Source: an optimization exercise on an open RTL-to-GDS flow (aim: small area). Production flows keep margins and buffers that such runs may drop.
At most, simulation tests tie the RTL to the original design; equivalence was not proved.
Function not checked in runs 3 to 5: the RTL went through the layout flow alone.
No activity file was given, so power comes from the tool's default toggle rates.

==> flow/design.v, too long to show whole: its modules and the start of the top module <==
// module mc10101: 13 lines
// module mc10109: 10 lines
// module mc10113: 6 lines
// module mc10136: 30 lines
// module mc10141: 21 lines
// module mc10158: 5 lines
// module mc10164: 17 lines
// module mc10174: 21 lines
// module mc10179: 18 lines
// module mc10181: 31 lines
// module kl10_vma: 473 lines
module kl10_vma (
  input clk,
  input ad_13_h,
  input ad_14_h,
  input ad_15_h,
  input ad_16_a_h,
  input ad_17_a_h,
  input ad_18_a_h,
  input ad_19_h,
  input ad_20_h,
  input ad_21_h,
  input ad_22_a_h,
  input ad_23_a_h,
  input ad_24_a_h,
  input ad_25_h,
  input ad_26_h,
  input ad_27_h,
  input ad_28_a_h,
  input ad_29_a_h,
  input ad_30_a_h,
  input ad_31_h,
  input ad_32_h,
  input ad_33_h,
  input ad_34_a_h,
  input ad_35_a_h,
  input con_cond_sel_vma_h,
  input con_cond_vma_gets_num_h,
  input con_datao_apr_l,
  input con_load_prev_context_l,
  input cram_num_00_a_h,
  input cram_num_01_a_h,
  input cram_num_02_a_h,
  input cram_num_03_a_h,
  input cram_num_04_a_h,
  input csh3_gate_vma_27_33_h,
  input ctl1_load_pc_l,
  input diag_04_b_h,
  input diag_05_b_h,
  input diag_06_b_h,
  input diag_read_func_15x_l,
  input mcl1_load_vma_held_l,
  input mcl2_vma_read_or_write_l,
  input mcl4_vma_gets_ad_h,
  input mcl4_vma_inc_h,
  input mcl4_vmax_sel_1_h,
  input mcl4_vmax_sel_2_h,
  input mcl5_vmax_en_l,
  input mcl6_vma_fetch_h,
  input n_con_cond_vma_gets_num_l,
  input n_con_vma_sel_1_h,
  input n_con_vma_sel_2_h,
  input n_mcl2_vma_extended_h,
  input n_mcl5_adr_err_l,
  input n_mcl6_page_uebr_ref_a_l,
  input n_vma1_ac_ref_a_h,
  input n_vma1_local_ac_address_h,
  input n_vma1_misc_eq_0_h,
  input n_vma1_vma_section_0_1_l,
  input n_vma1_vma_section_0_h,
  input n_vma2_vma_12_l,
  input n_vma2_vma_13_l,
  input n_vma2_vma_14_l,
  input n_vma2_vma_15_l,
  // ...
==> flow/run.sh <==
#!/bin/bash
# synth_recipe.tcl (not shown) runs the flow's synth.tcl, then flattens the netlist and writes it again
# the make line also repeats each setting of config.mk as NAME=value (left out here)
make -C /OpenROAD-flow-scripts/flow DESIGN_CONFIG=/design/flow/config.mk WORK_HOME=/design/flow/orfs CLKGATE_MAP_FILE= SYNTH_SCRIPT=/design/flow/synth_recipe.tcl finish
==> flow/config.mk <==
export PLATFORM = sky130hd
export DESIGN_NAME = kl10_vma
export DESIGN_NICKNAME = kl10_vma
export VERILOG_FILES = /design/flow/design.v
export SDC_FILE = /design/flow/constraint.sdc
export NUM_CORES = 4
export LEC_CHECK = 0
export CAP_MARGIN = 20
export CORE_MARGIN = 2
export CORE_UTILIZATION = 40
export SLEW_MARGIN = 20
==> flow/constraint.sdc <==
create_clock -name core_clock -period 4.5 [get_ports {clk}]
set_input_delay 0.9000 -clock core_clock [delete_from_list [all_inputs] [get_ports {clk}]]
set_output_delay 0.9000 -clock core_clock [all_outputs]
set_load 0.01 [all_outputs]
==> flow_summary.ini, run 1 <==
[global_route]
globalRouteMet1Util_pct = 34.9

[timing]
rsz0062_at_grt = no
maxClockFrequency_mhz = 240
setup_ws_ps = 328

[worst_setup_path]
setup.reg_to_reg.worst_slack_ps = 1090
crit_path_frequent_cell = sky130_fd_sc_hd__clkdlybuf4s50_1
critical_path_class = in2out
startpoint = diag_05_b_h

[finish]
layout.clock.cell_area_share_pct = 3.50
dominant-cell-class = multi-input combinational cells
seqAreaFraction_pct = 32.7
num-clock-buffers = 9
bufAreaShareNonClock_pct = 22.6
final_layout_size_suffix_gt1_share_pct = 12.5
non_filler_cells_final = 1007
final_design_area_no_fill_um2 = 9080
mostFrequentLayoutCell = sky130_fd_sc_hd__clkdlybuf4s50_1

[place]
gpl.final_weighted_congestion = 0.925
placed_area_um2 = 8750

[route]
drt-pass1-iter-count = 7
met1Wirelength_um = 9900
met2_wirelength_um = 10400
viasPerCell = 5.72

[clock_tree]
cts_tree = built
cts_setup_buffers = 0

[floorplanning]
fp.dieArea_um2 = 17700

[pwr]
internal_power_uw = 2450
seq_cell_power_uw = 1530
power.share.switching_pct = 33.3
seq_power_share_pct = 41.5

[yosys]
avgSynthCellArea_um2 = 11.1
yosys.area.top_type = sky130_fd_sc_hd__edfxtp_1
dominantRegCellSynth = sky130_fd_sc_hd__edfxtp_1

[status]
run_status = finished clean
==> run 2, diff against run 1 <==
==> flow/design.v (replaced) <==
module kl10_vma (
  input clk,
  input ad_13_h,
  input ad_14_h,
  input ad_15_h,
  input ad_16_a_h,
  input ad_17_a_h,
  input ad_18_a_h,
  input ad_19_h,
  input ad_20_h,
  input ad_21_h,
  input ad_22_a_h,
  input ad_23_a_h,
  input ad_24_a_h,
  input ad_25_h,
  input ad_26_h,
  input ad_27_h,
  input ad_28_a_h,
  input ad_29_a_h,
  input ad_30_a_h,
  input ad_31_h,
  input ad_32_h,
  input ad_33_h,
  input ad_34_a_h,
  input ad_35_a_h,
  input con_cond_sel_vma_h,
  input con_cond_vma_gets_num_h,
  input con_datao_apr_l,
  input con_load_prev_context_l,
  input cram_num_00_a_h,
  input cram_num_01_a_h,
  input cram_num_02_a_h,
  input cram_num_03_a_h,
  input cram_num_04_a_h,
  input csh3_gate_vma_27_33_h,
  input ctl1_load_pc_l,
  input diag_04_b_h,
  input diag_05_b_h,
  input diag_06_b_h,
  input diag_read_func_15x_l,
  input mcl1_load_vma_held_l,
  input mcl2_vma_read_or_write_l,
  input mcl4_vma_gets_ad_h,
  input mcl4_vma_inc_h,
  input mcl4_vmax_sel_1_h,
  input mcl4_vmax_sel_2_h,
  input mcl5_vmax_en_l,
  input mcl6_vma_fetch_h,
  input n_con_cond_vma_gets_num_l,
  input n_con_vma_sel_1_h,
  input n_con_vma_sel_2_h,
  input n_mcl2_vma_extended_h,
  input n_mcl5_adr_err_l,
  input n_mcl6_page_uebr_ref_a_l,
  input n_vma1_ac_ref_a_h,
  input n_vma1_local_ac_address_h,
  input n_vma1_misc_eq_0_h,
  input n_vma1_vma_section_0_1_l,
  input n_vma1_vma_section_0_h,
  input n_vma2_vma_12_l,
  input n_vma2_vma_13_l,
  input n_vma2_vma_14_l,
  input n_vma2_vma_15_l,
  input n_vma2_vma_16_l,
  input n_vma2_vma_17_l,
  input n_vma2_vma_18_l,
  input n_vma2_vma_19_l,
  input n_vma2_vma_20_l,
  input n_vma2_vma_21_l,
  input n_vma2_vma_22_l,
  input n_vma2_vma_23_l,
  input n_vma2_vma_24_l,
  input n_vma2_vma_25_l,
  input n_vma2_vma_26_l,
  input n_vma2_vma_27_l,
  input n_vma2_vma_28_l,
  input n_vma2_vma_29_l,
  input n_vma2_vma_30_l,
  input n_vma2_vma_31_l,
  input n_vma3_match_13_35_h,
  input n_vma3_pc_section_0_h,
  input n_vma4_pcs_section_0_h,
  input n_vma4_prev_sec_13_l,
  input n_vma4_prev_sec_14_l,
  input n_vma4_prev_sec_15_l,
  input scd3_trap_mix_32_h,
  input scd3_trap_mix_33_h,
  input scd3_trap_mix_34_h,
  input scd3_trap_mix_35_h,
  output ebus_d11,
  output ebus_d13,
  output ebus_d15,
  output ebus_d17,
  output ebus_d19,
  output ebus_d21,
  output ebus_d23,
  output ebus_d25,
  output ebus_d27,
  output ebus_d29,
  output ebus_d31,
  output ebus_d33,
  output ebus_d35,
  output vma1_ac_ref_a_h,
  output vma1_ac_ref_a_l,
  output vma1_ac_ref_h,
  output vma1_local_ac_address_l,
  output vma1_vma_32_b_h,
  output vma1_vma_33_b_h,
  output vma1_vma_34_b_h,
  output vma1_vma_35_b_h,
  output vma1_vma_section_0_l,
  output vma2_vma_12_h,
  output vma2_vma_13_a_h,
  output vma2_vma_14_a_h,
  output vma2_vma_15_a_h,
  output vma2_vma_16_a_h,
  output vma2_vma_17_a_h,
  output vma2_vma_17_h,
  output vma2_vma_18_h,
  output vma2_vma_19_h,
  output vma2_vma_20_h,
  output vma2_vma_21_a_h,
  output vma2_vma_21_h,
  output vma2_vma_22_a_h,
  output vma2_vma_22_h,
  output vma2_vma_23_a_h,
  output vma2_vma_23_h,
  output vma2_vma_24_a_h,
  output vma2_vma_24_h,
  output vma2_vma_25_a_h,
  output vma2_vma_25_h,
  output vma2_vma_26_a_h,
  output vma2_vma_26_h,
  output vma2_vma_27_h,
  output vma2_vma_28_h,
  output vma2_vma_29_h,
  output vma2_vma_30_h,
  output vma2_vma_31_h,
  output vma2_vma_32_h,
  output vma2_vma_33_h,
  output vma2_vma_34_h,
  output vma2_vma_35_h,
  output vma3_match_13_35_l,
  output vma3_pc_section_0_l,
  output vma4_pcs_section_0_l,
  output vma4_vma_13_in_h,
  output vma4_vma_14_in_h,
  output vma4_vma_15_in_h,
  output vma4_vma_16_in_h,
  output vma4_vma_17_in_h,
  output vma_18_a_h,
  output vma_19_a_h,
  output vma_20_a_h,
  output vma_27_g_h,
  output vma_28_g_h,
  output vma_29_g_h,
  output vma_30_g_h,
  output vma_31_g_h,
  output vma_32_g_h,
  output vma_33_g_h,
  output vma_ac_ref_l,
  output vma_held_or_pc_13_h,
  output vma_held_or_pc_14_h,
  output vma_held_or_pc_15_h,
  output vma_held_or_pc_16_h,
  output vma_held_or_pc_17_h,
  output vma_held_or_pc_18_h,
  output vma_held_or_pc_19_h,
  output vma_held_or_pc_20_h,
  output vma_held_or_pc_21_h,
  output vma_held_or_pc_22_h,
  output vma_held_or_pc_23_h,
  output vma_held_or_pc_24_h,
  output vma_held_or_pc_25_h,
  output vma_held_or_pc_26_h,
  output vma_held_or_pc_27_h,
  output vma_held_or_pc_28_h,
  output vma_held_or_pc_29_h,
  output vma_held_or_pc_30_h,
  output vma_held_or_pc_31_h,
  output vma_held_or_pc_32_h,
  output vma_held_or_pc_33_h,
  output vma_held_or_pc_34_h,
  output vma_held_or_pc_35_h
);
  reg  [12:35] vma;
  reg  [13:35] brk;
  reg  [13:35] pc;
  reg          pc_sec0_l;
  reg  [13:35] held;
  reg  [13:17] psec;
  wire [13:35] ad = {ad_13_h, ad_14_h, ad_15_h, ad_16_a_h, ad_17_a_h, ad_18_a_h, ad_19_h,
                     ad_20_h, ad_21_h, ad_22_a_h, ad_23_a_h, ad_24_a_h, ad_25_h, ad_26_h,
                     ad_27_h, ad_28_a_h, ad_29_a_h, ad_30_a_h, ad_31_h, ad_32_h, ad_33_h,
                     ad_34_a_h, ad_35_a_h};
  wire [12:31] nv = {n_vma2_vma_12_l, n_vma2_vma_13_l, n_vma2_vma_14_l, n_vma2_vma_15_l,
                     n_vma2_vma_16_l, n_vma2_vma_17_l, n_vma2_vma_18_l, n_vma2_vma_19_l,
                     n_vma2_vma_20_l, n_vma2_vma_21_l, n_vma2_vma_22_l, n_vma2_vma_23_l,
                     n_vma2_vma_24_l, n_vma2_vma_25_l, n_vma2_vma_26_l, n_vma2_vma_27_l,
                     n_vma2_vma_28_l, n_vma2_vma_29_l, n_vma2_vma_30_l, n_vma2_vma_31_l};
  wire [32:35] trap = {scd3_trap_mix_32_h, scd3_trap_mix_33_h, scd3_trap_mix_34_h, scd3_trap_mix_35_h};
  wire [0:4]   num = {cram_num_00_a_h, cram_num_01_a_h, cram_num_02_a_h, cram_num_03_a_h, cram_num_04_a_h};
  wire         gn = con_cond_vma_gets_num_h;
  wire [4:0]   s32 = {1'b0, trap} + {1'b0, pc[32:35]} + {4'b0, mcl4_vma_inc_h};
  wire         cry32 = s32[4];
  wire         t20 = &pc[20:23];
  wire         t24 = &pc[24:27];
  wire         t28 = &pc[28:31];
  wire         cry28 = t28 & cry32;
  wire         cry24 = t20 & cry32;         
  wire         cry20 = t28 & t24 & t20 & cry32;
  wire [3:0]   s28 = pc[28:31] + {3'b0, cry32};
  wire [3:0]   s24 = pc[24:27] + {3'b0, cry28};
  wire [3:0]   s20 = pc[20:23] & {4{~cry24}};
  wire [1:0]   s18 = pc[18:19] + {1'b0, cry20};
  wire [18:35] vad = gn ? {9'b0, num, trap} : {s18, s20, s24, s28, s32[3:0]};
  wire         vmax_en = ~(mcl5_vmax_en_l | n_con_cond_vma_gets_num_l);
  reg  [12:17] vin_x;
  always @* begin
    case ({mcl4_vmax_sel_2_h, mcl4_vmax_sel_1_h})
      2'b00: vin_x = vma[12:17];
      2'b01: vin_x = {1'b0, pc[13:17]};
      2'b10: vin_x = {1'b0, psec};
      default: vin_x = {1'b0, ad[13:17]};
    endcase
  end
  wire [12:17] vin_hi = vin_x & {6{vmax_en}};
  wire [12:35] vin = {vin_hi, mcl4_vma_gets_ad_h ? ad[18:35] : vad};
  always @(posedge clk) begin
    case ({n_con_vma_sel_2_h, n_con_vma_sel_1_h})
      2'd0: vma <= vin;
      2'd1: vma <= vma - 24'd1;
      2'd2: vma <= vma + 24'd1;
      default: ;
    endcase
    if (!con_datao_apr_l) brk <= ad;
    if (!ctl1_load_pc_l) begin
      pc <= vma[13:35];
      pc_sec0_l <= vma1_vma_section_0_l;
    end
    if (!mcl1_load_vma_held_l) held <= vma[13:35];
    if (!con_load_prev_context_l) psec <= ad[13:17];
  end
  assign vma1_vma_section_0_l = |nv[13:17];
  wire   sec01_h = ~|nv[13:16];
  wire   local_l = ~(n_mcl2_vma_extended_h | mcl6_vma_fetch_h | sec01_h);
  wire   misc_l = nv[18] | nv[19] | nv[12] | n_mcl5_adr_err_l | (|nv[28:31]);
  wire   e2027_l = |nv[20:27];
  wire   acref_l = e2027_l | misc_l | n_mcl6_page_uebr_ref_a_l | mcl2_vma_read_or_write_l | local_l;
  assign vma_ac_ref_l = acref_l;
  assign vma1_ac_ref_h = ~acref_l;
  assign vma1_ac_ref_a_l = acref_l;
  assign vma1_ac_ref_a_h = ~acref_l;
  assign vma4_pcs_section_0_l = psec[17] | n_vma4_prev_sec_13_l | n_vma4_prev_sec_14_l | n_vma4_prev_sec_15_l;
  assign vma1_local_ac_address_l = n_vma1_vma_section_0_1_l | local_l | misc_l | e2027_l;
  assign vma3_match_13_35_l = |(brk ^ vma[13:35]);
  assign vma3_pc_section_0_l = pc_sec0_l;
  assign vma2_vma_12_h = vma[12];
  assign {vma2_vma_13_a_h, vma2_vma_14_a_h, vma2_vma_15_a_h, vma2_vma_16_a_h, vma2_vma_17_a_h} = vma[13:17];
  assign {vma2_vma_17_h, vma2_vma_18_h, vma2_vma_19_h, vma2_vma_20_h, vma2_vma_21_h, vma2_vma_22_h,
          vma2_vma_23_h, vma2_vma_24_h, vma2_vma_25_h, vma2_vma_26_h, vma2_vma_27_h, vma2_vma_28_h,
          vma2_vma_29_h, vma2_vma_30_h, vma2_vma_31_h, vma2_vma_32_h, vma2_vma_33_h, vma2_vma_34_h,
          vma2_vma_35_h} = vma[17:35];
  assign {vma_18_a_h, vma_19_a_h, vma_20_a_h} = vma[18:20];
  assign {vma2_vma_21_a_h, vma2_vma_22_a_h, vma2_vma_23_a_h, vma2_vma_24_a_h, vma2_vma_25_a_h,
          vma2_vma_26_a_h} = vma[21:26];
  assign {vma1_vma_32_b_h, vma1_vma_33_b_h, vma1_vma_34_b_h, vma1_vma_35_b_h} = vma[32:35];
  assign {vma_27_g_h, vma_28_g_h, vma_29_g_h, vma_30_g_h, vma_31_g_h, vma_32_g_h, vma_33_g_h} =
         vma[27:33] & {7{csh3_gate_vma_27_33_h}};
  assign {vma4_vma_13_in_h, vma4_vma_14_in_h, vma4_vma_15_in_h, vma4_vma_16_in_h, vma4_vma_17_in_h} = vin[13:17];
  wire [13:35] hop = con_cond_sel_vma_h ? held : pc;
  assign {vma_held_or_pc_13_h, vma_held_or_pc_14_h, vma_held_or_pc_15_h, vma_held_or_pc_16_h,
          vma_held_or_pc_17_h, vma_held_or_pc_18_h, vma_held_or_pc_19_h, vma_held_or_pc_20_h,
          vma_held_or_pc_21_h, vma_held_or_pc_22_h, vma_held_or_pc_23_h, vma_held_or_pc_24_h,
          vma_held_or_pc_25_h, vma_held_or_pc_26_h, vma_held_or_pc_27_h, vma_held_or_pc_28_h,
          vma_held_or_pc_29_h, vma_held_or_pc_30_h, vma_held_or_pc_31_h, vma_held_or_pc_32_h,
          vma_held_or_pc_33_h, vma_held_or_pc_34_h, vma_held_or_pc_35_h} = hop;
  wire [2:0] s = {diag_04_b_h, diag_05_b_h, diag_06_b_h};
  wire       en = ~diag_read_func_15x_l;
  function automatic m8(input [7:0] d, input [2:0] i);
    m8 = d[i];
  endfunction
  assign ebus_d13 = en & m8({n_vma1_ac_ref_a_h, held[13], held[14], held[15], n_vma1_misc_eq_0_h, pc[13], pc[14], pc[15]}, s);
  assign ebus_d15 = en & m8({n_vma3_match_13_35_h, vma[13], vma[14], vma[15], n_vma1_local_ac_address_h, brk[13], brk[14], brk[15]}, s);
  assign ebus_d17 = en & m8({held[16], held[17], held[18], held[19], pc[16], pc[17], pc[18], pc[19]}, s);
  assign ebus_d19 = en & m8({vma[16], vma[17], vma[18], vma[19], brk[16], brk[17], brk[18], brk[19]}, s);
  assign ebus_d21 = en & m8({held[20], held[21], held[22], held[23], pc[20], pc[21], pc[22], pc[23]}, s);
  assign ebus_d23 = en & m8({vma[20], vma[21], vma[22], vma[23], brk[20], brk[21], brk[22], brk[23]}, s);
  wire [2:0] si = ~s;
  assign ebus_d11 = en & m8({n_vma1_vma_section_0_h, n_vma3_pc_section_0_h, n_vma4_pcs_section_0_h, psec[17], psec[16], psec[15], psec[14], psec[13]}, si);
  assign ebus_d25 = en & m8({pc[27], pc[26], pc[25], pc[24], held[27], held[26], held[25], held[24]}, si);
  assign ebus_d27 = en & m8({brk[27], brk[26], brk[25], brk[24], vma[27], vma[26], vma[25], vma[24]}, si);
  assign ebus_d29 = en & m8({pc[31], pc[30], pc[29], pc[27], held[31], held[30], held[29], held[28]}, si);
  assign ebus_d31 = en & m8({brk[31], brk[30], brk[29], brk[27], vma[31], vma[30], vma[29], vma[28]}, si);
  assign ebus_d33 = en & m8({pc[35], pc[34], pc[33], pc[32], held[35], held[34], held[33], held[32]}, si);
  assign ebus_d35 = en & m8({brk[35], brk[34], brk[33], brk[32], vma[35], vma[34], vma[33], vma[32]}, si);
endmodule
==> flow_summary.ini, run 2 <==
[status]
run_status = finished clean

[floorplanning]
fp.dieW_um = 135
top_level_ports = 183
die_h_um = 135
placementRows = 48
fp.dieArea_um2 = 18400
core_area_um2 = 17100
initial_cell_density_of_the_core_pct = 40.4

[pwr]
pwr-share-clk_pct = 17.8
combinationalPowerShare_pct = 46.2
leakage_uw = 0.00338
power.share.switching_pct = 37.9
power_density_nw_per_um2 = 519
overall_power_uw = 4770
vdd.ir_drop.worst_mv = 0.350
internal_power_uw = 2960
power_switching_uw = 1810
seq_power_share_pct = 36.0

[yosys]
yosys.area.top_type_share_pct = 43.0
synth.ff_latch_count = 99
synth_top_cells_by_count = sky130_fd_sc_hd__edfxtp_1 (99), sky130_fd_sc_hd__nor2_1 (43), sky130_fd_sc_hd__nand2_1 (38)
synth.lib_cells_used.distinct = 61
dominantRegCellSynth = sky130_fd_sc_hd__edfxtp_1
net_count_of_the_mapped_netlist = 720
synth_sequential_area_ratio_pct = 43.0
yosysWarningCount = 1
avgSynthCellArea_um2 = 11.6
yosys.area.top_type = sky130_fd_sc_hd__edfxtp_1
synth_edf_count = 99
post_synth_instance_area_um2 = 6910
postSynthCellCount = 597
post-synth-top-count-cell = sky130_fd_sc_hd__edfxtp_1
synth_async_sr_flop_share_pct = 0
synth_top_cells_by_area = sky130_fd_sc_hd__edfxtp_1 (43%), sky130_fd_sc_hd__mux4_2 (10%), sky130_fd_sc_hd__ha_1 (5.8%)

[finish]
non_filler_cells_final = 984
multi_input_logic_area_um2 = 3620
leading_cell_types_in_the_layout_fill_and_taps_excluded = sky130_fd_sc_hd__clkdlybuf4s50_1 (181), sky130_fd_sc_hd__edfxtp_1 (99), sky130_fd_sc_hd__nor2_1 (43)
largest_register_ffs = 24
mostFrequentLayoutCell = sky130_fd_sc_hd__clkdlybuf4s50_1
num-nets-final = 877
seq_area_um2 = 2970
num_antenna_cells = 0
final_layout_size_suffix_gt1_share_pct = 12.1
fillerInstances = 1469
area_growth_pct = 32.8
register_containing_the_most_flip_flops_in_the_final_layout = vma

[route]
viasPerCell = 5.55
routed_wire_length_per_instance_um = 21.4
final_antenna_net_count = 0
num_vias = 5464
postRouteWirelength_um = 21000
drt-pass1-iter-count = 5
drtIter0Drc = 418
drc = 0

[timing]
rsz0062_at_grt = no
fin_crit_sh_pct = 84.5
maxClockFrequency_mhz = 263
max-slew-margin-rel_pct = 32.9
worst-slew-pin-transition_ps = 1000
finalHoldViolations = 0
timing.final.max_slew_violations = 0
setup_viol = 0
post_layout_minimum_cycle_time_ps = 3800
finClkSkew_ps = 7.93
setup_tns_ps = 0

[worst_hold_path]
hold_path_class = reg2reg

[place]
gpl.final_weighted_congestion = 0.905
placed_cells_incl_taps = 968
buffer_ports.inserted = 182
hpwlAfterDp_um = 16400

[global_route]
largest_net_degree_at_the_start_of_global_routing = 31
grt_antenna_before_repair = 0
grt_pass1_vias = 5429
grt_pass1_wl_um = 32000
grt-ovfl-total = 0
global_route.usage.total_pct = 23.2

[clock_tree]
clkSinkCount = 99
cts_tree = built
post_cts_resize_count = 0
cts_hold_buf = 0
cts_setup_buffers = 0
clock_tree.htree_level_count = 3
insertion_delay_ps = 340
clock_tree.root_cell = sky130_fd_sc_hd__clkbuf_16
worst_path_clk_slew_ps = 70
cts_inserted_buffers = 9
clk_path_buf_depth = 2

[worst_setup_path]
cp.required_ps = 3600
endpoint_kind = primary output
worstPathCellList = clkdlybuf4s50_1, buf_12, mux4_2, mux2i_1, nor2_1, clkdlybuf4s50_1
crit_path_frequent_cell = sky130_fd_sc_hd__clkdlybuf4s50_1
cp-start-kind = input port
cp_max_fo = 26
timing.critical_path.arrival_ps = 2900
crit_path_top_delay_cell = sky130_fd_sc_hd__mux4_2
critical_path_s_largest_stage_delay_ps = 530
critical_path_class = in2out

[run]
maxCapViolCount = 0
[run 2: per-layer routing]
layer / up-vias / wire length, µm / global-route usage [%]
li1: 2588 / - / -
met1: 2706 / 9790 / 33.9
met2: 153 / 10100 / 37.3
met3: 17 / 864 / 2.54
met4: 0 / 234 / 5.67
met5: - / 0 / 0
[run 2: worst paths after layout]
kind | depth (start not counted) | startpoint | slack, ps | to
worst max-delay path | 6 | diag_05_b_h | 700 | ebus_d33
worst min register to register | 0 | vma[25] | 730 | pc[25]
worst min-delay path | 0 | vma[25] | 730 | pc[25]
worst max register to register | 15 | pc[35] | 1320 | vma[29]
[run 2: power groups by stage]
stage / logic [µW] / clock network, µW / registers (µW)
6_report: 2200 / 846 / 1720
5_1_grt: 2400 / 896 / 1750
4_1_cts: 2210 / 861 / 1710
3_5_place_dp: 2190 / 0 / 1730
3_3_place_gp: 2180 / 0 / 1720
2_1_floorplan: 1420 / 0 / 1570
[run 2: cell type report]
class / count / area share [%]
Multi-Input combinational cell: 434 / 39.5
Sequential cell: 99 / 32.4
Timing Repair Buffer: 190 / 20.7
Tap cell: 225 / 3.07
Clock buffer: 9 / 2.45
Clock inverter: 7 / 1.08
Inverter: 20 / 0.818
[run 2: kinds of logic after synthesis]
kind of cell,share of synthesized area (%)
AO/OA/AOI/OAI,11.6
flip-flops,43.0
multiplexers,16.9
AND/OR/NAND/NOR,11.7
XOR/XNOR,5.57
buffers and inverters,4.58
adder cells (fa/ha/maj),6.66
[run 2: stage by stage]
stage / worst slack, ps / hold slack (ps) / area, µm² / utilization, %
after floorplan: 1250 / 615 / 6910 / -
after global routing: 486 / 745 / 9180 / 53.6
final: 695 / 727 / 9180 / 53.6
after global placement: 468 / 711 / 8860 / 51.7
after detailed placement: 421 / 703 / 8860 / 51.7
after CTS: 691 / 725 / 9180 / 53.6
[run 2: critical path, delay by kind of cell]
kind / cells / cell delay [ps]
buffers and inverters: 3 / 1230
muxes: 2 / 690
and+or+nand+nor: 1 / 60
==> module kl10_vma, before the edit <==
module kl10_vma (
  input clk,
  input ad_13_h,
  input ad_14_h,
  input ad_15_h,
  input ad_16_a_h,
  input ad_17_a_h,
  input ad_18_a_h,
  input ad_19_h,
  input ad_20_h,
  input ad_21_h,
  input ad_22_a_h,
  input ad_23_a_h,
  input ad_24_a_h,
  input ad_25_h,
  input ad_26_h,
  input ad_27_h,
  input ad_28_a_h,
  input ad_29_a_h,
  input ad_30_a_h,
  input ad_31_h,
  input ad_32_h,
  input ad_33_h,
  input ad_34_a_h,
  input ad_35_a_h,
  input con_cond_sel_vma_h,
  input con_cond_vma_gets_num_h,
  input con_datao_apr_l,
  input con_load_prev_context_l,
  input cram_num_00_a_h,
  input cram_num_01_a_h,
  input cram_num_02_a_h,
  input cram_num_03_a_h,
  input cram_num_04_a_h,
  input csh3_gate_vma_27_33_h,
  input ctl1_load_pc_l,
  input diag_04_b_h,
  input diag_05_b_h,
  input diag_06_b_h,
  input diag_read_func_15x_l,
  input mcl1_load_vma_held_l,
  input mcl2_vma_read_or_write_l,
  input mcl4_vma_gets_ad_h,
  input mcl4_vma_inc_h,
  input mcl4_vmax_sel_1_h,
  input mcl4_vmax_sel_2_h,
  input mcl5_vmax_en_l,
  input mcl6_vma_fetch_h,
  input n_con_cond_vma_gets_num_l,
  input n_con_vma_sel_1_h,
  input n_con_vma_sel_2_h,
  input n_mcl2_vma_extended_h,
  input n_mcl5_adr_err_l,
  input n_mcl6_page_uebr_ref_a_l,
  input n_vma1_ac_ref_a_h,
  input n_vma1_local_ac_address_h,
  input n_vma1_misc_eq_0_h,
  input n_vma1_vma_section_0_1_l,
  input n_vma1_vma_section_0_h,
  input n_vma2_vma_12_l,
  input n_vma2_vma_13_l,
  input n_vma2_vma_14_l,
  input n_vma2_vma_15_l,
  input n_vma2_vma_16_l,
  input n_vma2_vma_17_l,
  input n_vma2_vma_18_l,
  input n_vma2_vma_19_l,
  input n_vma2_vma_20_l,
  input n_vma2_vma_21_l,
  input n_vma2_vma_22_l,
  input n_vma2_vma_23_l,
  input n_vma2_vma_24_l,
  input n_vma2_vma_25_l,
  input n_vma2_vma_26_l,
  input n_vma2_vma_27_l,
  input n_vma2_vma_28_l,
  input n_vma2_vma_29_l,
  input n_vma2_vma_30_l,
  input n_vma2_vma_31_l,
  input n_vma3_match_13_35_h,
  input n_vma3_pc_section_0_h,
  input n_vma4_pcs_section_0_h,
  input n_vma4_prev_sec_13_l,
  input n_vma4_prev_sec_14_l,
  input n_vma4_prev_sec_15_l,
  input scd3_trap_mix_32_h,
  input scd3_trap_mix_33_h,
  input scd3_trap_mix_34_h,
  input scd3_trap_mix_35_h,
  output ebus_d11,
  output ebus_d13,
  output ebus_d15,
  output ebus_d17,
  output ebus_d19,
  output ebus_d21,
  output ebus_d23,
  output ebus_d25,
  output ebus_d27,
  output ebus_d29,
  output ebus_d31,
  output ebus_d33,
  output ebus_d35,
  output vma1_ac_ref_a_h,
  output vma1_ac_ref_a_l,
  output vma1_ac_ref_h,
  output vma1_local_ac_address_l,
  output vma1_vma_32_b_h,
  output vma1_vma_33_b_h,
  output vma1_vma_34_b_h,
  output vma1_vma_35_b_h,
  output vma1_vma_section_0_l,
  output vma2_vma_12_h,
  output vma2_vma_13_a_h,
  output vma2_vma_14_a_h,
  output vma2_vma_15_a_h,
  output vma2_vma_16_a_h,
  output vma2_vma_17_a_h,
  output vma2_vma_17_h,
  output vma2_vma_18_h,
  output vma2_vma_19_h,
  output vma2_vma_20_h,
  output vma2_vma_21_a_h,
  output vma2_vma_21_h,
  output vma2_vma_22_a_h,
  output vma2_vma_22_h,
  output vma2_vma_23_a_h,
  output vma2_vma_23_h,
  output vma2_vma_24_a_h,
  output vma2_vma_24_h,
  output vma2_vma_25_a_h,
  output vma2_vma_25_h,
  output vma2_vma_26_a_h,
  output vma2_vma_26_h,
  output vma2_vma_27_h,
  output vma2_vma_28_h,
  output vma2_vma_29_h,
  output vma2_vma_30_h,
  output vma2_vma_31_h,
  output vma2_vma_32_h,
  output vma2_vma_33_h,
  output vma2_vma_34_h,
  output vma2_vma_35_h,
  output vma3_match_13_35_l,
  output vma3_pc_section_0_l,
  output vma4_pcs_section_0_l,
  output vma4_vma_13_in_h,
  output vma4_vma_14_in_h,
  output vma4_vma_15_in_h,
  output vma4_vma_16_in_h,
  output vma4_vma_17_in_h,
  output vma_18_a_h,
  output vma_19_a_h,
  output vma_20_a_h,
  output vma_27_g_h,
  output vma_28_g_h,
  output vma_29_g_h,
  output vma_30_g_h,
  output vma_31_g_h,
  output vma_32_g_h,
  output vma_33_g_h,
  output vma_ac_ref_l,
  output vma_held_or_pc_13_h,
  output vma_held_or_pc_14_h,
  output vma_held_or_pc_15_h,
  output vma_held_or_pc_16_h,
  output vma_held_or_pc_17_h,
  output vma_held_or_pc_18_h,
  output vma_held_or_pc_19_h,
  output vma_held_or_pc_20_h,
  output vma_held_or_pc_21_h,
  output vma_held_or_pc_22_h,
  output vma_held_or_pc_23_h,
  output vma_held_or_pc_24_h,
  output vma_held_or_pc_25_h,
  output vma_held_or_pc_26_h,
  output vma_held_or_pc_27_h,
  output vma_held_or_pc_28_h,
  output vma_held_or_pc_29_h,
  output vma_held_or_pc_30_h,
  output vma_held_or_pc_31_h,
  output vma_held_or_pc_32_h,
  output vma_held_or_pc_33_h,
  output vma_held_or_pc_34_h,
  output vma_held_or_pc_35_h
);
  reg  [12:35] vma;
  reg  [13:35] brk;
  reg  [13:35] pc;
  reg          pc_sec0_l;
  reg  [13:35] held;
  reg  [13:17] psec;
  wire [13:35] ad = {ad_13_h, ad_14_h, ad_15_h, ad_16_a_h, ad_17_a_h, ad_18_a_h, ad_19_h,
                     ad_20_h, ad_21_h, ad_22_a_h, ad_23_a_h, ad_24_a_h, ad_25_h, ad_26_h,
                     ad_27_h, ad_28_a_h, ad_29_a_h, ad_30_a_h, ad_31_h, ad_32_h, ad_33_h,
                     ad_34_a_h, ad_35_a_h};
  wire [12:31] nv = {n_vma2_vma_12_l, n_vma2_vma_13_l, n_vma2_vma_14_l, n_vma2_vma_15_l,
                     n_vma2_vma_16_l, n_vma2_vma_17_l, n_vma2_vma_18_l, n_vma2_vma_19_l,
                     n_vma2_vma_20_l, n_vma2_vma_21_l, n_vma2_vma_22_l, n_vma2_vma_23_l,
                     n_vma2_vma_24_l, n_vma2_vma_25_l, n_vma2_vma_26_l, n_vma2_vma_27_l,
                     n_vma2_vma_28_l, n_vma2_vma_29_l, n_vma2_vma_30_l, n_vma2_vma_31_l};
  wire [32:35] trap = {scd3_trap_mix_32_h, scd3_trap_mix_33_h, scd3_trap_mix_34_h, scd3_trap_mix_35_h};
  wire [0:4]   num = {cram_num_00_a_h, cram_num_01_a_h, cram_num_02_a_h, cram_num_03_a_h, cram_num_04_a_h};
  wire         gn = con_cond_vma_gets_num_h;
  wire [4:0]   s32 = {1'b0, trap} + {1'b0, pc[32:35]} + {4'b0, mcl4_vma_inc_h};
  wire         cry32 = s32[4];
  wire         t20 = &pc[20:23];
  wire         t24 = &pc[24:27];
  wire         t28 = &pc[28:31];
  wire         cry28 = t28 & cry32;
  wire         cry24 = t20 & cry32;         
  wire         cry20 = t28 & t24 & t20 & cry32;
  wire [3:0]   s28 = pc[28:31] + {3'b0, cry32};
  wire [3:0]   s24 = pc[24:27] + {3'b0, cry28};
  wire [3:0]   s20 = pc[20:23] & {4{~cry24}};
  wire [1:0]   s18 = pc[18:19] + {1'b0, cry20};
  wire [18:35] vad = gn ? {9'b0, num, trap} : {s18, s20, s24, s28, s32[3:0]};
  wire         vmax_en = ~(mcl5_vmax_en_l | n_con_cond_vma_gets_num_l);
  reg  [12:17] vin_x;
  always @* begin
    case ({mcl4_vmax_sel_2_h, mcl4_vmax_sel_1_h})
      2'b00: vin_x = vma[12:17];
      2'b01: vin_x = {1'b0, pc[13:17]};
      2'b10: vin_x = {1'b0, psec};
      default: vin_x = {1'b0, ad[13:17]};
    endcase
  end
  wire [12:17] vin_hi = vin_x & {6{vmax_en}};
  wire [12:35] vin = {vin_hi, mcl4_vma_gets_ad_h ? ad[18:35] : vad};
  always @(posedge clk) begin
    case ({n_con_vma_sel_2_h, n_con_vma_sel_1_h})
      2'd0: vma <= vin;
      2'd1: vma <= vma - 24'd1;
      2'd2: vma <= vma + 24'd1;
      default: ;
    endcase
    if (!con_datao_apr_l) brk <= ad;
    if (!ctl1_load_pc_l) begin
      pc <= vma[13:35];
      pc_sec0_l <= vma1_vma_section_0_l;
    end
    if (!mcl1_load_vma_held_l) held <= vma[13:35];
    if (!con_load_prev_context_l) psec <= ad[13:17];
  end
  assign vma1_vma_section_0_l = |nv[13:17];
  wire   sec01_h = ~|nv[13:16];
  wire   local_l = ~(n_mcl2_vma_extended_h | mcl6_vma_fetch_h | sec01_h);
  wire   misc_l = nv[18] | nv[19] | nv[12] | n_mcl5_adr_err_l | (|nv[28:31]);
  wire   e2027_l = |nv[20:27];
  wire   acref_l = e2027_l | misc_l | n_mcl6_page_uebr_ref_a_l | mcl2_vma_read_or_write_l | local_l;
  assign vma_ac_ref_l = acref_l;
  assign vma1_ac_ref_h = ~acref_l;
  assign vma1_ac_ref_a_l = acref_l;
  assign vma1_ac_ref_a_h = ~acref_l;
  assign vma4_pcs_section_0_l = psec[17] | n_vma4_prev_sec_13_l | n_vma4_prev_sec_14_l | n_vma4_prev_sec_15_l;
  assign vma1_local_ac_address_l = n_vma1_vma_section_0_1_l | local_l | misc_l | e2027_l;
  assign vma3_match_13_35_l = |(brk ^ vma[13:35]);
  assign vma3_pc_section_0_l = pc_sec0_l;
  assign vma2_vma_12_h = vma[12];
  assign {vma2_vma_13_a_h, vma2_vma_14_a_h, vma2_vma_15_a_h, vma2_vma_16_a_h, vma2_vma_17_a_h} = vma[13:17];
  assign {vma2_vma_17_h, vma2_vma_18_h, vma2_vma_19_h, vma2_vma_20_h, vma2_vma_21_h, vma2_vma_22_h,
          vma2_vma_23_h, vma2_vma_24_h, vma2_vma_25_h, vma2_vma_26_h, vma2_vma_27_h, vma2_vma_28_h,
          vma2_vma_29_h, vma2_vma_30_h, vma2_vma_31_h, vma2_vma_32_h, vma2_vma_33_h, vma2_vma_34_h,
          vma2_vma_35_h} = vma[17:35];
  assign {vma_18_a_h, vma_19_a_h, vma_20_a_h} = vma[18:20];
  assign {vma2_vma_21_a_h, vma2_vma_22_a_h, vma2_vma_23_a_h, vma2_vma_24_a_h, vma2_vma_25_a_h,
          vma2_vma_26_a_h} = vma[21:26];
  assign {vma1_vma_32_b_h, vma1_vma_33_b_h, vma1_vma_34_b_h, vma1_vma_35_b_h} = vma[32:35];
  assign {vma_27_g_h, vma_28_g_h, vma_29_g_h, vma_30_g_h, vma_31_g_h, vma_32_g_h, vma_33_g_h} =
         vma[27:33] & {7{csh3_gate_vma_27_33_h}};
  assign {vma4_vma_13_in_h, vma4_vma_14_in_h, vma4_vma_15_in_h, vma4_vma_16_in_h, vma4_vma_17_in_h} = vin[13:17];
  wire [13:35] hop = con_cond_sel_vma_h ? held : pc;
  assign {vma_held_or_pc_13_h, vma_held_or_pc_14_h, vma_held_or_pc_15_h, vma_held_or_pc_16_h,
          vma_held_or_pc_17_h, vma_held_or_pc_18_h, vma_held_or_pc_19_h, vma_held_or_pc_20_h,
          vma_held_or_pc_21_h, vma_held_or_pc_22_h, vma_held_or_pc_23_h, vma_held_or_pc_24_h,
          vma_held_or_pc_25_h, vma_held_or_pc_26_h, vma_held_or_pc_27_h, vma_held_or_pc_28_h,
          vma_held_or_pc_29_h, vma_held_or_pc_30_h, vma_held_or_pc_31_h, vma_held_or_pc_32_h,
          vma_held_or_pc_33_h, vma_held_or_pc_34_h, vma_held_or_pc_35_h} = hop;
  wire [2:0] s = {diag_04_b_h, diag_05_b_h, diag_06_b_h};
  wire       en = ~diag_read_func_15x_l;
  function automatic m8(input [7:0] d, input [2:0] i);
    m8 = d[i];
  endfunction
  assign ebus_d13 = en & m8({n_vma1_ac_ref_a_h, held[13], held[14], held[15], n_vma1_misc_eq_0_h, pc[13], pc[14], pc[15]}, s);
  assign ebus_d15 = en & m8({n_vma3_match_13_35_h, vma[13], vma[14], vma[15], n_vma1_local_ac_address_h, brk[13], brk[14], brk[15]}, s);
  assign ebus_d17 = en & m8({held[16], held[17], held[18], held[19], pc[16], pc[17], pc[18], pc[19]}, s);
  assign ebus_d19 = en & m8({vma[16], vma[17], vma[18], vma[19], brk[16], brk[17], brk[18], brk[19]}, s);
  assign ebus_d21 = en & m8({held[20], held[21], held[22], held[23], pc[20], pc[21], pc[22], pc[23]}, s);
  assign ebus_d23 = en & m8({vma[20], vma[21], vma[22], vma[23], brk[20], brk[21], brk[22], brk[23]}, s);
  wire [2:0] si = ~s;
  assign ebus_d11 = en & m8({n_vma1_vma_section_0_h, n_vma3_pc_section_0_h, n_vma4_pcs_section_0_h, psec[17], psec[16], psec[15], psec[14], psec[13]}, si);
  assign ebus_d25 = en & m8({pc[27], pc[26], pc[25], pc[24], held[27], held[26], held[25], held[24]}, si);
  assign ebus_d27 = en & m8({brk[27], brk[26], brk[25], brk[24], vma[27], vma[26], vma[25], vma[24]}, si);
  assign ebus_d29 = en & m8({pc[31], pc[30], pc[29], pc[27], held[31], held[30], held[29], held[28]}, si);
  assign ebus_d31 = en & m8({brk[31], brk[30], brk[29], brk[27], vma[31], vma[30], vma[29], vma[28]}, si);
  assign ebus_d33 = en & m8({pc[35], pc[34], pc[33], pc[32], held[35], held[34], held[33], held[32]}, si);
  assign ebus_d35 = en & m8({brk[35], brk[34], brk[33], brk[32], vma[35], vma[34], vma[33], vma[32]}, si);
endmodule
==> run 3, diff against run 2 <==
--- a/flow/design.v
+++ b/flow/design.v
@@ -226,13 +226,18 @@
   end
   wire [12:17] vin_hi = vin_x & {6{vmax_en}};
   wire [12:35] vin = {vin_hi, mcl4_vma_gets_ad_h ? ad[18:35] : vad};
+  wire         vload = ~n_con_vma_sel_2_h & ~n_con_vma_sel_1_h;
+  wire         vdec  = ~n_con_vma_sel_2_h;
+  wire [12:35] vw = vma ^ {24{vdec}};
+  wire [12:35] vt;
+  assign vt[35] = n_con_vma_sel_2_h ^ n_con_vma_sel_1_h;
+  genvar gi;
+  generate for (gi = 12; gi < 35; gi = gi + 1) begin : g_cnt
+    assign vt[gi] = vt[gi+1] & vw[gi+1];
+  end endgenerate
+  wire [12:35] vnext = vload ? vin : (vma ^ vt);
   always @(posedge clk) begin
-    case ({n_con_vma_sel_2_h, n_con_vma_sel_1_h})
-      2'd0: vma <= vin;
-      2'd1: vma <= vma - 24'd1;
-      2'd2: vma <= vma + 24'd1;
-      default: ;
-    endcase
+    vma <= vnext;
     if (!con_datao_apr_l) brk <= ad;
     if (!ctl1_load_pc_l) begin
       pc <= vma[13:35];
@@ -277,21 +282,23 @@
           vma_held_or_pc_33_h, vma_held_or_pc_34_h, vma_held_or_pc_35_h} = hop;
   wire [2:0] s = {diag_04_b_h, diag_05_b_h, diag_06_b_h};
   wire       en = ~diag_read_func_15x_l;
-  function automatic m8(input [7:0] d, input [2:0] i);
-    m8 = d[i];
-  endfunction
-  assign ebus_d13 = en & m8({n_vma1_ac_ref_a_h, held[13], held[14], held[15], n_vma1_misc_eq_0_h, pc[13], pc[14], pc[15]}, s);
-  assign ebus_d15 = en & m8({n_vma3_match_13_35_h, vma[13], vma[14], vma[15], n_vma1_local_ac_address_h, brk[13], brk[14], brk[15]}, s);
-  assign ebus_d17 = en & m8({held[16], held[17], held[18], held[19], pc[16], pc[17], pc[18], pc[19]}, s);
-  assign ebus_d19 = en & m8({vma[16], vma[17], vma[18], vma[19], brk[16], brk[17], brk[18], brk[19]}, s);
-  assign ebus_d21 = en & m8({held[20], held[21], held[22], held[23], pc[20], pc[21], pc[22], pc[23]}, s);
-  assign ebus_d23 = en & m8({vma[20], vma[21], vma[22], vma[23], brk[20], brk[21], brk[22], brk[23]}, s);
-  wire [2:0] si = ~s;
-  assign ebus_d11 = en & m8({n_vma1_vma_section_0_h, n_vma3_pc_section_0_h, n_vma4_pcs_section_0_h, psec[17], psec[16], psec[15], psec[14], psec[13]}, si);
-  assign ebus_d25 = en & m8({pc[27], pc[26], pc[25], pc[24], held[27], held[26], held[25], held[24]}, si);
-  assign ebus_d27 = en & m8({brk[27], brk[26], brk[25], brk[24], vma[27], vma[26], vma[25], vma[24]}, si);
-  assign ebus_d29 = en & m8({pc[31], pc[30], pc[29], pc[27], held[31], held[30], held[29], held[28]}, si);
-  assign ebus_d31 = en & m8({brk[31], brk[30], brk[29], brk[27], vma[31], vma[30], vma[29], vma[28]}, si);
-  assign ebus_d33 = en & m8({pc[35], pc[34], pc[33], pc[32], held[35], held[34], held[33], held[32]}, si);
-  assign ebus_d35 = en & m8({brk[35], brk[34], brk[33], brk[32], vma[35], vma[34], vma[33], vma[32]}, si);
+  wire [7:0] dsel;
+  genvar gk;
+  generate for (gk = 0; gk < 8; gk = gk + 1) begin : g_dec
+    assign dsel[gk] = en & (s == gk);
+  end endgenerate
+  assign ebus_d13 = |({n_vma1_ac_ref_a_h, held[13], held[14], held[15], n_vma1_misc_eq_0_h, pc[13], pc[14], pc[15]} & dsel);
+  assign ebus_d15 = |({n_vma3_match_13_35_h, vma[13], vma[14], vma[15], n_vma1_local_ac_address_h, brk[13], brk[14], brk[15]} & dsel);
+  assign ebus_d17 = |({held[16], held[17], held[18], held[19], pc[16], pc[17], pc[18], pc[19]} & dsel);
+  assign ebus_d19 = |({vma[16], vma[17], vma[18], vma[19], brk[16], brk[17], brk[18], brk[19]} & dsel);
+  assign ebus_d21 = |({held[20], held[21], held[22], held[23], pc[20], pc[21], pc[22], pc[23]} & dsel);
+  assign ebus_d23 = |({vma[20], vma[21], vma[22], vma[23], brk[20], brk[21], brk[22], brk[23]} & dsel);
+  wire [7:0] dseli = {dsel[0], dsel[1], dsel[2], dsel[3], dsel[4], dsel[5], dsel[6], dsel[7]};
+  assign ebus_d11 = |({n_vma1_vma_section_0_h, n_vma3_pc_section_0_h, n_vma4_pcs_section_0_h, psec[17], psec[16], psec[15], psec[14], psec[13]} & dseli);
+  assign ebus_d25 = |({pc[27], pc[26], pc[25], pc[24], held[27], held[26], held[25], held[24]} & dseli);
+  assign ebus_d27 = |({brk[27], brk[26], brk[25], brk[24], vma[27], vma[26], vma[25], vma[24]} & dseli);
+  assign ebus_d29 = |({pc[31], pc[30], pc[29], pc[27], held[31], held[30], held[29], held[28]} & dseli);
+  assign ebus_d31 = |({brk[31], brk[30], brk[29], brk[27], vma[31], vma[30], vma[29], vma[28]} & dseli);
+  assign ebus_d33 = |({pc[35], pc[34], pc[33], pc[32], held[35], held[34], held[33], held[32]} & dseli);
+  assign ebus_d35 = |({brk[35], brk[34], brk[33], brk[32], vma[35], vma[34], vma[33], vma[32]} & dseli);
 endmodule
==> flow/flow/run.sh (new file) <==
#!/bin/bash
# Standard layout, with the ports buffered by the smallest buffer cell.
set -euo pipefail
bash standard.sh 'BUFFER_PORTS_ARGS=-buffer_cell sky130_fd_sc_hd__buf_1' finish > make_flow.log 2>&1
==> flow/standard.sh (new file) <==
#!/bin/bash
# synth_recipe.tcl (not shown) runs the flow's synth.tcl, then flattens the netlist and writes it again
# the make line also repeats each setting of config.mk as NAME=value (left out here)
make -C /OpenROAD-flow-scripts/flow DESIGN_CONFIG=/design/flow/config.mk WORK_HOME=/design/flow/orfs CLKGATE_MAP_FILE= SYNTH_SCRIPT=/design/flow/synth_recipe.tcl "${@:-finish}"
removed: flow/run.sh
==> flow_summary.ini, run 3 <==
[clock_tree]
insertion_delay_ps = 360
worst_path_clk_slew_ps = 70
clock_tree.root_cell = sky130_fd_sc_hd__clkbuf_16
cts_setup_buffers = 0
post_cts_resize_count = 0
clkSinkCount = 99
cts_inserted_buffers = 9
clk_path_buf_depth = 2
cts_tree = built
clock_tree.htree_level_count = 3
cts_hold_buf = 0

[global_route]
grt_pass1_vias = 5103
grt_pass1_wl_um = 29100
largest_net_degree_at_the_start_of_global_routing = 34
global_route.usage.total_pct = 23.4
grt-ovfl-total = 0
grt_antenna_before_repair = 0

[timing]
setup_viol = 0
post_layout_minimum_cycle_time_ps = 3550
finalHoldViolations = 0
rsz0062_at_grt = no
timing.final.max_slew_violations = 0
setup_tns_ps = 0
fin_crit_sh_pct = 78.9
worst-slew-pin-transition_ps = 972
finClkSkew_ps = 9.11
hold-worst-slack_ps = 617
max-slew-margin-rel_pct = 34.8
maxClockFrequency_mhz = 282

[pwr]
power_density_nw_per_um2 = 418
combinationalPowerShare_pct = 25.2
internal_power_uw = 2020
seq_power_share_pct = 46.1
vdd.ir_drop.worst_mv = 0.253
leakage_uw = 0.00251
power.share.switching_pct = 33.3
overall_power_uw = 3030
power_switching_uw = 1010
pwr-share-clk_pct = 28.7

[worst_hold_path]
min_from = vma[19]
whs_endpoint = pc[19]
hold_path_class = reg2reg
hold_depth = 0

[finish]
final_layout_size_suffix_gt1_share_pct = 11.1
fillerInstances = 1462
mostFrequentLayoutCell = sky130_fd_sc_hd__buf_1
multi_input_logic_area_um2 = 3080
num-nets-final = 832
leading_cell_types_in_the_layout_fill_and_taps_excluded = sky130_fd_sc_hd__buf_1 (181), sky130_fd_sc_hd__edfxtp_1 (75), sky130_fd_sc_hd__nand2_1 (36)
num_antenna_cells = 0
area_growth_pct = 17.3
register_containing_the_most_flip_flops_in_the_final_layout = vma
largest_register_ffs = 24
final_design_area_no_fill_um2 = 7240
seq_area_um2 = 2730

[yosys]
yosysWarningCount = 1
post_synth_instance_area_um2 = 6170
post-synth-top-count-cell = sky130_fd_sc_hd__edfxtp_1
yosys.area.top_type = sky130_fd_sc_hd__edfxtp_1
synth_top_cells_by_area = sky130_fd_sc_hd__edfxtp_1 (36%), sky130_fd_sc_hd__dfxtp_1 (7.8%), sky130_fd_sc_hd__mux2_2 (6.2%)
postSynthCellCount = 584
avgSynthCellArea_um2 = 10.6
synth_edf_count = 75
net_count_of_the_mapped_netlist = 683
synth.lib_cells_used.distinct = 61
synth_sequential_area_ratio_pct = 44.3
dominantRegCellSynth = sky130_fd_sc_hd__edfxtp_1
synth_async_sr_flop_share_pct = 0
synth.ff_latch_count = 99
yosys.area.top_type_share_pct = 36.5
synth_top_cells_by_count = sky130_fd_sc_hd__edfxtp_1 (75), sky130_fd_sc_hd__nand2_1 (36), sky130_fd_sc_hd__mux2_2 (34)

[route]
drtIter0Drc = 372
num_vias = 5345
viasPerCell = 5.77
drt-pass1-iter-count = 5
final_antenna_net_count = 0
routed_wire_length_per_instance_um = 20.8
postRouteWirelength_um = 19300
drc = 0

[floorplanning]
fp.dieW_um = 128
top_level_ports = 183
core_area_um2 = 15100
placementRows = 45
die_h_um = 128
initial_cell_density_of_the_core_pct = 40.8
fp.dieArea_um2 = 16400

[worst_setup_path]
r2r.worst_path.cells = 14
endpoint_kind = primary output
cp.required_ps = 3600
timing.critical_path.arrival_ps = 2650
timing.rr.start = pc[35]
cp-start-kind = input port
critical_path_class = in2out
cp_max_fo = 20
timing.rr.end = vma[29]
setup.reg_to_reg.worst_slack_ps = 1580

[place]
placed_area_um2 = 6880
gpl.final_weighted_congestion = 0.865
hpwlAfterDp_um = 14100
buffer_ports.inserted = 182

[run]
maxCapViolCount = 0

[status]
run_status = finished clean
run 3: cell count changes after synthesis, moves of 10 or more:
| cell | before | now |
|---|---|---|
| sky130_fd_sc_hd__mux4_2 | 31 | 7 |
| sky130_fd_sc_hd__clkbuf_1 | 17 | 30 |
| sky130_fd_sc_hd__nor2_1 | 43 | 33 |
| sky130_fd_sc_hd__mux2_2 | 23 | 34 |
| sky130_fd_sc_hd__ha_1 | 32 | 9 |
| sky130_fd_sc_hd__edfxtp_1 | 99 | 75 |
| sky130_fd_sc_hd__dfxtp_1 | 0 | 24 |
run 3: worst max-delay path by stage:
stage                            from  endpoint  slack [ps]
global placement          diag_05_b_h  ebus_d33        1010
floorplan           n_con_vma_sel_2_h   vma[13]         830
global route              diag_05_b_h  ebus_d33         870
CTS                       diag_05_b_h  ebus_d33         980
detailed placement        diag_05_b_h  ebus_d33         990
finish                    diag_05_b_h  ebus_d33         950
run 3: area by class of cell:
type                            instances  area share, %
Inverter                               15          0.777
Tap cell                              188           3.25
Clock inverter                          6           1.16
Timing Repair Buffer                  195           11.1
Clock buffer                           10           3.46
Multi-Input combinational cell        413           42.6
Sequential cell                        99           37.7
run 3: cell families (layout without fill, tap and decap cells):
group,after synthesis,count (layout),share of synthesized area (%)
mux,65,65,13.0
compound gates,113,113,12.1
fa+ha+maj,11,11,2.47
simple gates,169,169,14.5
xor+xnor,55,55,7.80
flops,99,99,44.3
buf+inv,72,226,5.80
run 3: critical path, stage by stage:
cell and delay, ps:
sky130_fd_sc_hd__clkbuf_2 390, sky130_fd_sc_hd__buf_4 330, sky130_fd_sc_hd__mux2_2 370, sky130_fd_sc_hd__a22o_1 180
sky130_fd_sc_hd__nand2_1 60, sky130_fd_sc_hd__o311ai_0 220, sky130_fd_sc_hd__buf_1 200
run 3: power by group through the flow:
| stage | sequential [µW] | combinational (µW) | clock (µW) |
|---|---|---|---|
| 2_1_floorplan | 1290 | 598 | 0 |
| 3_3_place_gp | 1410 | 747 | 0 |
| 3_5_place_dp | 1410 | 756 | 0 |
| 4_1_cts | 1400 | 762 | 882 |
| 5_1_grt | 1420 | 835 | 919 |
| 6_report | 1400 | 762 | 867 |
run 3: metal layers:
layer | GRT usage (%) | wire [µm] | vias up
met5 | 0 | 0 | -
met4 | 7.37 | 413 | 0
met3 | 5.59 | 1430 | 27
met2 | 37.0 | 9070 | 279
met1 | 31.9 | 8380 | 2567
li1 | - | - | 2472
run 3: metrics by stage:
step           std cells  utilization, %  setup WS, ps
3_5_place_dp         909            45.4           993
5_1_grt              926            47.8           867
4_1_cts              925            47.6           980
2_1_floorplan        584               -           830
3_3_place_gp         909            45.4          1010
6_report             926            47.8           951
==> run 4, diff against run 3 <==
--- a/flow/config.mk
+++ b/flow/config.mk
@@ -7,5 +7,6 @@
 export LEC_CHECK = 0
 export CAP_MARGIN = 20
 export CORE_MARGIN = 2
-export CORE_UTILIZATION = 40
+export CORE_UTILIZATION = 60
+export CTS_BUF_LIST = sky130_fd_sc_hd__clkbuf_8
 export SLEW_MARGIN = 20
==> flow_summary.ini, run 4 <==
[timing]
setup_tns_ps = 0
hold-worst-slack_ps = 631
finalHoldViolations = 0
post_layout_minimum_cycle_time_ps = 3870
worst-slew-pin-transition_ps = 1070
setup_viol = 0
fin_crit_sh_pct = 86.0
maxClockFrequency_mhz = 259
max-slew-margin-rel_pct = 28.0
finClkSkew_ps = 14.0
rsz0062_at_grt = no
timing.final.max_slew_violations = 0

[route]
drc = 0
postRouteWirelength_um = 17200
num_vias = 5306
routed_wire_length_per_instance_um = 19.7
viasPerCell = 6.08
final_antenna_net_count = 0
drtIter0Drc = 399
drt-pass1-iter-count = 5

[clock_tree]
clkSinkCount = 99
worst_path_clk_slew_ps = 90
cts_inserted_buffers = 9
cts_setup_buffers = 0
clk_path_buf_depth = 2
post_cts_resize_count = 0
clock_tree.htree_level_count = 3
cts_hold_buf = 0
clock_tree.root_cell = sky130_fd_sc_hd__clkbuf_8
cts_tree = built
insertion_delay_ps = 370

[finish]
num-nets-final = 831
register_containing_the_most_flip_flops_in_the_final_layout = vma
final_layout_size_suffix_gt1_share_pct = 11.1
non_filler_cells_final = 873
mostFrequentLayoutCell = sky130_fd_sc_hd__buf_1
postLayoutCoreUtil_pct = 69.0
largest_register_ffs = 24
area_growth_pct = 13.3
num_antenna_cells = 0
leading_cell_types_in_the_layout_fill_and_taps_excluded = sky130_fd_sc_hd__buf_1 (182), sky130_fd_sc_hd__edfxtp_1 (75), sky130_fd_sc_hd__nand2_1 (36)

[worst_setup_path]
cp-start-kind = input port
crit_path_top_delay_cell = sky130_fd_sc_hd__buf_1
timing.critical_path.arrival_ps = 2970
cp_bufs_invs = 3
cp.required_ps = 3600
crit_path_frequent_cell = sky130_fd_sc_hd__buf_1
cpLargestDelayFamily = buffers and inverters
critical_path_class = in2out
cp_max_fo = 13
worstPathCellList = buf_1, buf_4, nor2b_1, and3b_1, a22oi_1, o21ai_0, buf_1
setup.reg_to_reg.worst_slack_ps = 1530
endpoint_kind = primary output
critical_path_s_largest_stage_delay_ps = 570

[global_route]
grt_antenna_before_repair = 0
grt-ovfl-total = 0
global_route.usage.total_pct = 30.9
largest_net_degree_at_the_start_of_global_routing = 30
grt_pass1_wl_um = 26600
grt_pass1_vias = 5069

[floorplanning]
die_h_um = 105
fp.dieArea_um2 = 11100
core_area_um2 = 10100
fp.dieW_um = 105
placementRows = 37
top_level_ports = 183
initial_cell_density_of_the_core_pct = 60.9

[yosys]
yosysWarningCount = 1
synth.lib_cells_used.distinct = 61
postSynthCellCount = 584
post-synth-top-count-cell = sky130_fd_sc_hd__edfxtp_1
synth_async_sr_flop_share_pct = 0
yosys.area.top_type_share_pct = 36.5
synth.ff_latch_count = 99
avgSynthCellArea_um2 = 10.6
synth_sequential_area_ratio_pct = 44.3
synth_edf_count = 75
synth_top_cells_by_count = sky130_fd_sc_hd__edfxtp_1 (75), sky130_fd_sc_hd__nand2_1 (36), sky130_fd_sc_hd__mux2_2 (34)
dominantRegCellSynth = sky130_fd_sc_hd__edfxtp_1
synth_top_cells_by_area = sky130_fd_sc_hd__edfxtp_1 (36%), sky130_fd_sc_hd__dfxtp_1 (7.8%), sky130_fd_sc_hd__mux2_2 (6.2%)
yosys.area.top_type = sky130_fd_sc_hd__edfxtp_1
net_count_of_the_mapped_netlist = 683
post_synth_instance_area_um2 = 6170

[worst_hold_path]
hold_path_class = reg2reg

[place]
buffer_ports.inserted = 182
placed_cells_incl_taps = 857
gpl.final_weighted_congestion = 0.943
hpwlAfterDp_um = 12600

[pwr]
leakage_uw = 0.00243
vdd.ir_drop.worst_mv = 0.203
power_density_nw_per_um2 = 382

[status]
run_status = finished clean

[run]
maxCapViolCount = 0
==> run 4: path summary, 6_finish.rpt <==
kind,startpoint,depth (start not counted),end
worst max-delay path,diag_06_b_h,7,ebus_d21
worst min-delay path,pc[23],2,vma[23]
worst max register to register,pc[35],14,vma[29]
worst min register to register,pc[23],2,vma[23]
==> run 4: cells by family (layout without fill, tap and decap cells) <==
logic type                 Yosys count  in the layout  synth area share [%]
and+or+nand+nor                    169            169                  14.5
AOI/OAI and AO/OA                  113            113                  12.1
DFF                                 99             99                  44.3
buffers and inverters               72            225                  5.80
muxes                               65             65                  13.0
xor gates and xnor gates            55             55                  7.80
adders and majority gates           11             11                  2.47
==> run 4: worst reg2reg max path: stages, from the launching register on <==
cell                       delay (ps)
sky130_fd_sc_hd__edfxtp_1         400
sky130_fd_sc_hd__inv_1            100
sky130_fd_sc_hd__fa_1             160
sky130_fd_sc_hd__inv_1             60
sky130_fd_sc_hd__fa_1             390
sky130_fd_sc_hd__a21o_1           170
sky130_fd_sc_hd__a21oi_1          520
sky130_fd_sc_hd__inv_1            110
sky130_fd_sc_hd__ha_1             220
sky130_fd_sc_hd__ha_1             200
sky130_fd_sc_hd__xor2_1           140
sky130_fd_sc_hd__mux2i_1          110
sky130_fd_sc_hd__o21ai_0           80
sky130_fd_sc_hd__nand2_1           80
sky130_fd_sc_hd__o21ai_0           80
==> run 4: area by class of cell <==
| type | count | area [µm²] |
|---|---|---|
| Clock inverter | 7 | 56.3 |
| Clock buffer | 9 | 124 |
| Multi-Input combinational cell | 413 | 3080 |
| Sequential cell | 99 | 2730 |
| Timing Repair Buffer | 194 | 773 |
| Fill cell | 791 | 3140 |
| Tap cell | 136 | 170 |
| Inverter | 15 | 56.3 |
==> run 4: where the power goes <==
| part | total (µW) | switching, µW | internal [µW] | leakage, µW |
|---|---|---|---|---|
| Clock | 540 | 330 | 210 | 0.0000963 |
| Sequential | 1380 | 233 | 1150 | 0.000938 |
| Combinational | 751 | 404 | 347 | 0.00140 |
| Total | 2670 | 967 | 1700 | 0.00243 |
==> run 4: stage by stage <==
stage,power (µW),worst slack (ps),area [µm²]
3_5_place_dp,2140,710,6810
4_1_cts,2670,707,6990
2_1_floorplan,1890,830,6170
6_report,2670,632,6990
3_3_place_gp,2120,789,6810
5_1_grt,2820,538,6990
==> run 4: routing by layer <==
metal | wire [µm] | GRT usage, %
met5 | 0 | 0
met3 | 1470 | 4.33
met2 | 8170 | 51.4
met4 | 336 | 9.24
met1 | 7200 | 42.3
==> run 5, diff against run 4 <==
==> flow/flow/run.sh (replaced) <==
#!/bin/bash
# The standard layout, with three changes:
#  - synthesis maps the logic with an area-oriented ABC script (flow/area.abc); the
#    registers, their names and cell types are those of the standard synthesis;
#  - the ports are buffered by the smallest buffer cell;
#  - clock tree synthesis inserts no dummy loads.
set -euo pipefail
HERE=$(pwd)
export MY_ABC_SCRIPT=$HERE/flow/area.abc
bash standard.sh SYNTH_SCRIPT=$HERE/flow/synth.tcl \
  'BUFFER_PORTS_ARGS=-buffer_cell sky130_fd_sc_hd__buf_1' \
  'CTS_ARGS=-sink_clustering_enable -repair_clock_nets -dont_use_dummy_load -buf_list sky130_fd_sc_hd__clkbuf_8' \
  finish > make_flow.log 2>&1
==> flow/flow/area.abc (new file) <==
&get -n
&st
&syn3
&dch -f
&nf -R 1000 -a
&put
topo
==> flow/flow/synth.tcl (new file) <==
# The standard flow's synthesis script, with ABC's mapping script replaced by the one named in MY_ABC_SCRIPT.
proc synth {args} {
  global abc_args
  if { [info exists abc_args] && [info exists ::env(MY_ABC_SCRIPT)] } {
    set i [lsearch -exact $abc_args -script]
    if { $i >= 0 } { lset abc_args [expr {$i + 1}] $::env(MY_ABC_SCRIPT) }
  }
  yosys synth -nofsm -noshare {*}$args
}
source $::env(SCRIPTS_DIR)/synth.tcl
# left out here: clear keep_hierarchy, flatten, clean up, hide names made inside functions, write 1_2_yosys.v
--- a/flow/config.mk
+++ b/flow/config.mk
@@ -8,5 +8,4 @@
 export CAP_MARGIN = 20
 export CORE_MARGIN = 2
 export CORE_UTILIZATION = 60
-export CTS_BUF_LIST = sky130_fd_sc_hd__clkbuf_8
 export SLEW_MARGIN = 20
==> flow_summary.ini, run 5 <==
[global_route]
global_route.usage.total_pct = 32.7
grt-ovfl-total = 0

[place]
buffer_ports.inserted = 182
placed_area_um2 = 6380
detailedPlace.worstSlack_ps = 149
hpwlAfterDp_um = 11800

[finish]
final_design_area_no_fill_um2 = 6520
final_layout_size_suffix_gt1_share_pct = 7.29
num-nets-final = 787
leading_cell_types_in_the_layout_fill_and_taps_excluded = sky130_fd_sc_hd__buf_1 (182), sky130_fd_sc_hd__edfxtp_1 (75), sky130_fd_sc_hd__xnor2_1 (41)

[worst_hold_path]
min_from = vma[12]
hold_depth = 2

[route]
routed_wire_length_per_instance_um = 20.5
final_antenna_net_count = 0
drc = 0
drt-pass1-iter-count = 7
drtIter0Drc = 468

[floorplanning]
top_level_ports = 183
fp.dieArea_um2 = 9820
placementRows = 34

[timing]
maxClockFrequency_mhz = 248
post_layout_minimum_cycle_time_ps = 4030
setup_tns_ps = 0
max-slew-margin-rel_pct = 34.0
finClkSkew_ps = 31.2
fin_crit_sh_pct = 89.5
rsz0062_at_grt = no

[worst_setup_path]
startpoint = n_con_vma_sel_2_h
critical_path_class = in2reg
r2r.worst_path.cells = 20

[clock_tree]
clock_tree.root_cell = sky130_fd_sc_hd__clkbuf_8
cts_inserted_buffers = 9
clk_path_buf_depth = 2
clkSinkCount = 99
insertion_delay_ps = 370

[yosys]
yosys.area.top_type = sky130_fd_sc_hd__edfxtp_1
synth_async_sr_flop_share_pct = 0
yosysWarningCount = 1
net_count_of_the_mapped_netlist = 576
post_synth_instance_area_um2 = 5430
synth.ff_latch_count = 99
avgSynthCellArea_um2 = 11.4
postSynthCellCount = 477
synth_edf_count = 75
yosys.area.top_type_share_pct = 41.5
post-synth-top-count-cell = sky130_fd_sc_hd__edfxtp_1

[pwr]
vdd.ir_drop.worst_mv = 0.221
leakage_uw = 0.00227

[status]
run_status = finished clean
[run 5: changes by cell type in the layout (fill, tap and decap cells not counted), moves of 8 or more]
cell and delta:
sky130_fd_sc_hd__mux2_2 -34, sky130_fd_sc_hd__buf_4 +21, sky130_fd_sc_hd__and2_0 +13, sky130_fd_sc_hd__inv_1 -13
sky130_fd_sc_hd__mux2i_1 -18, sky130_fd_sc_hd__xnor2_1 +8, sky130_fd_sc_hd__a222oi_1 +19, sky130_fd_sc_hd__mux2_1 +22
sky130_fd_sc_hd__and2_1 -8, sky130_fd_sc_hd__clkinv_1 +11, sky130_fd_sc_hd__nor2b_1 -10
[run 5: report_power, final]
part	internal, µW	switching, µW	total [µW]	leakage [µW]
clock	180	273	454	0.0000647
sequential	1140	205	1350	0.000936
combinational	286	363	649	0.00127
total	1610	841	2450	0.00227
[run 5: path summary, 6_finish.rpt]
path,end,slack (ps)
max,vma[12],470
max reg2reg,vma[12],760
min,vma[12],560
min reg2reg,vma[12],560
[run 5: routing by layer]
metal	routed length (µm)	global-route usage (%)
met5	0	0
met4	269	11.0
met3	1780	4.85
met1	6350	45.9
met2	7880	52.8
[run 5: final cells by class]
class / instances / area, µm² / area share [%]
inverter: 13 / 48.8 / 0.748
sequential: 99 / 2730 / 41.9
tap: 108 / 135 / 2.07
clock buffer: 9 / 124 / 1.90
timing repair buffer: 216 / 946 / 14.5
multi-input combinational: 349 / 2530 / 38.9
[run 5: cell families after synthesis]
| logic type | count (synthesis) | share of synthesized area (%) |
|---|---|---|
| adder cells (fa/ha/maj) | 11 | 2.81 |
| AND/OR/NAND/NOR | 134 | 12.0 |
| XOR/XNOR | 70 | 11.3 |
| multiplexers | 31 | 7.38 |
| buffers and inverters | 29 | 3.11 |
| flip-flops | 99 | 50.3 |
| AO/OA/AOI/OAI | 103 | 13.0 |
[run 5: worst max-delay path: stages]
cell and delay, ps:
sky130_fd_sc_hd__buf_1 100, sky130_fd_sc_hd__clkinv_1 100, sky130_fd_sc_hd__ha_1 330, sky130_fd_sc_hd__o21ai_0 130, sky130_fd_sc_hd__nor2_1 170, sky130_fd_sc_hd__nand2_1 80, sky130_fd_sc_hd__or3_1 420, sky130_fd_sc_hd__nor2_1 160
sky130_fd_sc_hd__nand3_1 130, sky130_fd_sc_hd__nor2_2 180, sky130_fd_sc_hd__and3_1 190, sky130_fd_sc_hd__nand4_1 90, sky130_fd_sc_hd__nand2b_1 190, sky130_fd_sc_hd__nor2_1 140, sky130_fd_sc_hd__nand2_1 90, sky130_fd_sc_hd__nor2_1 140
sky130_fd_sc_hd__nand2_1 80, sky130_fd_sc_hd__nor2_1 180, sky130_fd_sc_hd__nand2_1 90, sky130_fd_sc_hd__nor2_1 140, sky130_fd_sc_hd__xnor2_1 130, sky130_fd_sc_hd__o21ai_0 90
[run 5: stage by stage]
step                      util, %  std cells
final                        74.4        794
after global routing         74.4        794
after CTS                    74.2        793
after detailed placement     72.8        784
after global placement       72.8        784
after floorplan                 -        477

Setup slack of run 5, layout unchanged: 0.474 ns with ideal ports, 0.413 ns with driving cells assumed (clock clkbuf_16, inputs buf_2), 0.025 ns with port delays also shifted by the 0.388 ns mid clock arrival.
